Background: an optimization exercise with open tools, aiming at small area. Do not read the settings as production practice. RTL that was checked went through simulation tests only; none was proved equivalent to the original. Power figures rest on the tool's default switching activity, not on a simulated workload.

try-tundra:
==> flow/design.v <==
module processing_fsm(clock, reset, start_signal, size, done,
                            buf_0_write_en, buf_1_write_en, error_buf_write_en,
                            buf_0_w_data, buf_1_w_data, error_mem_w_data,
                            buf_0_r_data, buf_1_r_data, error_mem_r_data,
                            buf_0_addr, buf_1_addr, error_mem_addr, buf_sel);
    input clock;
    input reset;
    input start_signal;
    input size;
    output reg done;
    output buf_0_write_en;
    output buf_1_write_en;
    output error_buf_write_en;
    output reg [7:0] buf_0_w_data;
    output reg [7:0] buf_1_w_data;
    output [15:0] error_mem_w_data;
    input  [7:0] buf_0_r_data;
    input  [7:0] buf_1_r_data;
    input  [15:0] error_mem_r_data;
    output reg [15:0] buf_0_addr;
    output reg [15:0] buf_1_addr;
    output [15:0] error_mem_addr;
    output reg buf_sel;
    assign error_buf_write_en = 1'b0;
    assign error_mem_w_data = 16'b0;
    localparam [4:0]
        WAIT   = 5'd0,
        LMID   = 5'd1,
        LBTM1  = 5'd2,    
        LBTM   = 5'd3,    
        CHECK  = 5'd4,
        CHECKN = 5'd5,    
        DONE   = 5'd6,
        NW     = 5'd13,
        N      = 5'd14,
        NE     = 5'd15,
        W      = 5'd16,
        E      = 5'd17,
        SW     = 5'd18,
        S      = 5'd19,
        SE     = 5'd20,
        MW1    = 5'd21,
        MW2    = 5'd22,
        MW3    = 5'd23,
        SUM    = 5'd24,
        WR     = 5'd25;
    reg [4:0] state;
    reg [7:0] ema;
    assign error_mem_addr = {8'b0, ema};
    reg [5:0] pixel_count;
    reg [3:0] packet_count;
    reg       size_r;          
    reg wr;                    
    assign buf_0_write_en = wr & ~buf_sel;
    assign buf_1_write_en = wr & buf_sel;
    reg [15:0] eb0, eb1, eb2;
    reg [1:0]  ptr;
    reg [2:0]  fp;             
    reg [10:0] acc;
    wire s_check  = (state == CHECK) || (state == CHECKN);
    wire s_nw = (state == NW), s_n = (state == N), s_ne = (state == NE);
    wire s_w  = (state == W),  s_e = (state == E), s_sw = (state == SW);
    wire s_s  = (state == S),  s_se = (state == SE);
    wire s_top  = s_nw | s_n | s_ne;
    wire s_addr = s_top | s_w | s_e | s_sw | s_s | s_se;
    wire s_data = state[4] && !state[3];           
    wire [2:0] di = state[2:0];                    
    wire pix0    = (pixel_count == 6'd0);
    wire pix_r   = size_r ? (pixel_count == 6'd31) : (pixel_count == 6'd15);
    wire pkt_r   = size_r ? (packet_count == 4'd7) : (packet_count == 4'd15);
    wire at_top  = (ema == 8'd1);
    wire at_bot  = (ema == 8'd240);
    wire at_left = pix0 && (packet_count == 4'd0);
    wire at_right = pix_r && pkt_r;
    wire off_w   = pix0;
    wire off_e   = !pix0 && pix_r;
    reg [1:0] phys;
    always @(*) begin
        case ({s_check, s_top})
            2'b10, 2'b11: phys = (ptr == 2'd0) ? 2'd1 : (ptr == 2'd1) ? 2'd2 : 2'd0;
            2'b01:        phys = ptr;
            default:      phys = (ptr == 2'd0) ? 2'd2 : (ptr == 2'd1) ? 2'd0 : 2'd1;
        endcase
    end
    wire [15:0] word = (phys == 2'd0) ? eb0 : (phys == 2'd1) ? eb1 : eb2;
    wire dec = (s_nw | s_ne | s_sw) & off_w;
    wire inc = s_se & off_e;
    wire [3:0] pidx = packet_count + {dec, dec, dec, dec | inc};
    wire oob = (dec && packet_count == 4'd0) || (inc && packet_count == 4'd15);
    wire ebit = !oob && word[~pidx];
    wire err_mid = ebit;
    wire f = buf_sel ^ (s_w | s_e | (ebit & !(s_top & at_top)));
    wire dxm = s_nw | s_w | s_sw;
    wire dxp = s_ne | s_e | s_se;
    wire dym = s_top;
    wire dyp = s_sw | s_s | s_se;
    wire [6:0] u   = {1'b0, pixel_count} + {{6{dxm}}, dxm | dxp};    
    wire [10:0] t  = {{4{u[6]}}, u} +
                     (size_r ? {1'b0, packet_count, 5'b0} : {2'b0, packet_count, 4'b0});
    wire [2:0] dya  = dym ? 3'b110 : dyp ? 3'b000 : 3'b111;
    wire [2:0] c3   = t[10:8] + dya;
    wire [7:0] hi   = ema + {{5{c3[2]}}, c3};
    wire [15:0] nbr = {hi, t[7:0]};
    wire [7:0] pix = fp[2] ? buf_1_r_data : buf_0_r_data;
    reg [1:0] wt;
    always @(*) begin
        if (at_top && at_left)       case (di) 4: wt = 3; 6: wt = 3; 7: wt = 2; default: wt = 0; endcase
        else if (at_top && at_right) case (di) 3: wt = 3; 5: wt = 2; 6: wt = 3; default: wt = 0; endcase
        else if (at_top)             case (di) 3: wt = 2; 4: wt = 2; 5: wt = 1; 6: wt = 2; 7: wt = 1; default: wt = 0; endcase
        else if (at_bot && at_left)  case (di) 1: wt = 3; 2: wt = 2; 4: wt = 3; default: wt = 0; endcase
        else if (at_bot && at_right) case (di) 0: wt = 2; 1: wt = 3; 3: wt = 3; default: wt = 0; endcase
        else if (at_left)            case (di) 1: wt = 2; 2: wt = 1; 4: wt = 2; 6: wt = 2; 7: wt = 1; default: wt = 0; endcase
        else if (at_right)           case (di) 0: wt = 1; 1: wt = 2; 3: wt = 2; 5: wt = 1; 6: wt = 2; default: wt = 0; endcase
        else if (at_bot)             case (di) 0: wt = 1; 1: wt = 2; 2: wt = 1; 3: wt = 2; 4: wt = 2; default: wt = 0; endcase
        else                         wt = 1;
        if (!s_data) wt = 0;
    end
    wire [10:0] acc_in = s_w ? 11'd0 : acc;
    always @(posedge clock) begin
        acc <= acc_in + (wt[1] ? {2'b0, pix, 1'b0} : 11'd0) + (wt[0] ? {3'b0, pix} : 11'd0);
        fp  <= {fp[1:0], f};
    end
    wire pix_last  = size ? (pixel_count == 6'd31) : (pixel_count == 6'd15);
    wire pkt_last  = size ? (packet_count == 4'd7) : (packet_count == 4'd15);
    wire line_last = (ema == 8'd240);    
    wire next_pkt  = s_check ? !err_mid : pix_last;
    always @(posedge clock) begin
        if (state == WAIT || state == DONE) begin
            pixel_count <= 0;
            packet_count <= 0;
        end else if (s_check || state == WR) begin
            if (next_pkt) begin
                pixel_count <= 0;
                packet_count <= pkt_last ? 4'd0 : packet_count + 4'd1;
            end else if (state == WR)
                pixel_count <= pixel_count + 6'd1;
        end
        if (s_check) size_r <= size;
    end
    always @(posedge clock) begin
        if (state == WAIT) begin
            ptr <= 2'd0;
            eb1 <= error_mem_r_data;
        end else if (s_check) begin
            case (ptr)
                2'd0: eb2 <= error_mem_r_data;
                2'd1: eb0 <= error_mem_r_data;
                default: eb1 <= error_mem_r_data;
            endcase
        end else if (state == LBTM) begin
            ptr <= {ptr == 2'd1, ptr == 2'd0};
        end
    end
    always @(posedge clock, negedge reset) begin
        if (!reset) begin
            state <= WAIT;
            done <= 1'b0;
            buf_sel <= 1'b0;
            wr <= 1'b0;
            buf_0_w_data <= 8'd0;
            buf_1_w_data <= 8'd0;
            buf_0_addr <= 16'd0;
            buf_1_addr <= 16'd0;
            ema <= 8'd0;
        end else begin
            done <= (state == DONE);
            wr <= (state == WR);
            if (state == DONE) buf_sel <= ~buf_sel;
            if (state == WR) begin
                if (buf_sel) buf_1_w_data <= acc[10:3];
                else         buf_0_w_data <= acc[10:3];
            end
            if (s_addr) begin
                if (f) begin
                    buf_1_addr <= nbr;
                    if (s_e) buf_0_addr <= buf_1_addr;
                end else
                    buf_0_addr <= nbr;
            end
            case (state)
                WAIT:   ema <= {7'b0, start_signal};
                LMID:   ema <= 8'd1;
                CHECKN: ema <= ema + 8'd1;
                default: ;
            endcase
            case (state)
                WAIT:   state <= start_signal ? LMID : WAIT;
                LMID:   state <= LBTM1;
                LBTM1:  state <= CHECK;
                LBTM:   state <= CHECKN;
                DONE:   state <= WAIT;
                CHECK, CHECKN, WR: begin
                    if (s_check && err_mid) state <= NW;
                    else if (!next_pkt || !pkt_last) state <= CHECK;
                    else if (line_last) state <= DONE;
                    else state <= LBTM;
                end
                NW:  state <= N;
                N:   state <= NE;
                NE:  state <= W;
                W:   state <= E;
                E:   state <= SW;
                SW:  state <= S;
                S:   state <= SE;
                SE:  state <= MW1;
                MW1: state <= MW2;
                MW2: state <= MW3;
                MW3: state <= SUM;
                SUM: state <= WR;
                default: state <= WAIT;
            endcase
        end
    end
endmodule
clock: 7.0 ns
lec_check: 0
cap_margin: 0
core_margin: 2
core_utilization: 70
cts_buf_list: sky130_fd_sc_hd__clkbuf_8
cts_cluster_diameter: 60
cts_cluster_size: 40
slew_margin: 0
standard.sh (not shown) runs the stock make flow with config.mk's settings and CLKGATE_MAP_FILE= SYNTH_SCRIPT=/design/flow/synth_recipe.tcl, a recipe that flattens the netlist after the stock synthesis.
==> flow/flow/run.sh <==
#!/bin/bash
# Standard ORFS layout, with every port buffered by the smallest buffer,
# Yosys/ABC's buffers removed before placement, and one tie cell.
set -euo pipefail
export BUFFER_PORTS_ARGS="-buffer_cell sky130_fd_sc_hd__buf_1"
export REMOVE_ABC_BUFFERS=1
export SKIP_REPAIR_TIE_FANOUT=1
bash standard.sh > standard.log 2>&1
try-tundra reached the end of the flow, and the finished layout is clean on the timing, design-rule and antenna checks.
Input changes introduced in try-sierra (baseline for comparison: try-tundra):
--- a/flow/design.v
+++ b/flow/design.v
@@ -92,12 +92,12 @@
     wire f = buf_sel ^ (s_w | s_e | (ebit & !(s_top & at_top)));
     wire dxm = s_nw | s_w | s_sw;
     wire dxp = s_ne | s_e | s_se;
     wire dym = s_top;
     wire dyp = s_sw | s_s | s_se;
-    wire [6:0] u   = {1'b0, pixel_count} + {{6{dxm}}, dxm | dxp};    
-    wire [10:0] t  = {{4{u[6]}}, u} +
+    wire [7:0] u   = {2'b0, pixel_count} + {{7{dxm}}, dxm | dxp};    
+    wire [10:0] t  = {{3{u[7]}}, u} +
                      (size_r ? {1'b0, packet_count, 5'b0} : {2'b0, packet_count, 4'b0});
     wire [2:0] dya  = dym ? 3'b110 : dyp ? 3'b000 : 3'b111;
     wire [2:0] c3   = t[10:8] + dya;
     wire [7:0] hi   = ema + {{5{c3[2]}}, c3};
     wire [15:0] nbr = {hi, t[7:0]};
## What came out
try-sierra: PASS, flow complete, no timing, DRC or antenna violations
Taking try-tundra as the reference, in try-sierra global-route usage went up by 0.24 points; depth of the worst register-to-register path went down by 3; iteration count of the initial detailed-routing pass went down by 1; violation count after the first detailed-routing iteration went down by 5.0%.
Of try-sierra and try-tundra, try-sierra shows the higher power share of the combinational group, with try-tundra below it.
Only the layout flow was run in try-tundra; the RTL was not checked for function there.

-- afterwards: timing with drivers on the ports --
In the flow no input, the clock included, has a driving cell. The finished layouts below were timed again as built, in two steps. Step 1 sets driving cells, clkbuf_16 on the clock port and buf_2 on the other inputs (assumed; they add their load-dependent delay and slew). Step 2 moves the port delays by t, midway between the first and last clock arrival at a register: inputs arrive t later, outputs are due t later. That takes back most of the time a late clock gives input paths. a / b / c = ideal / step 1 / step 2; a / b = the first two.
run	t (ns)	setup slack, ns	slew at the worst register clock pin (ns)
try-tundra	0.498	0.465 / 0.465 / 0.465	0.09 / 0.09
try-sierra	0.483	0.470 / 0.470 / 0.470	0.08 / 0.08
After both steps setup and hold are still met in every run listed.
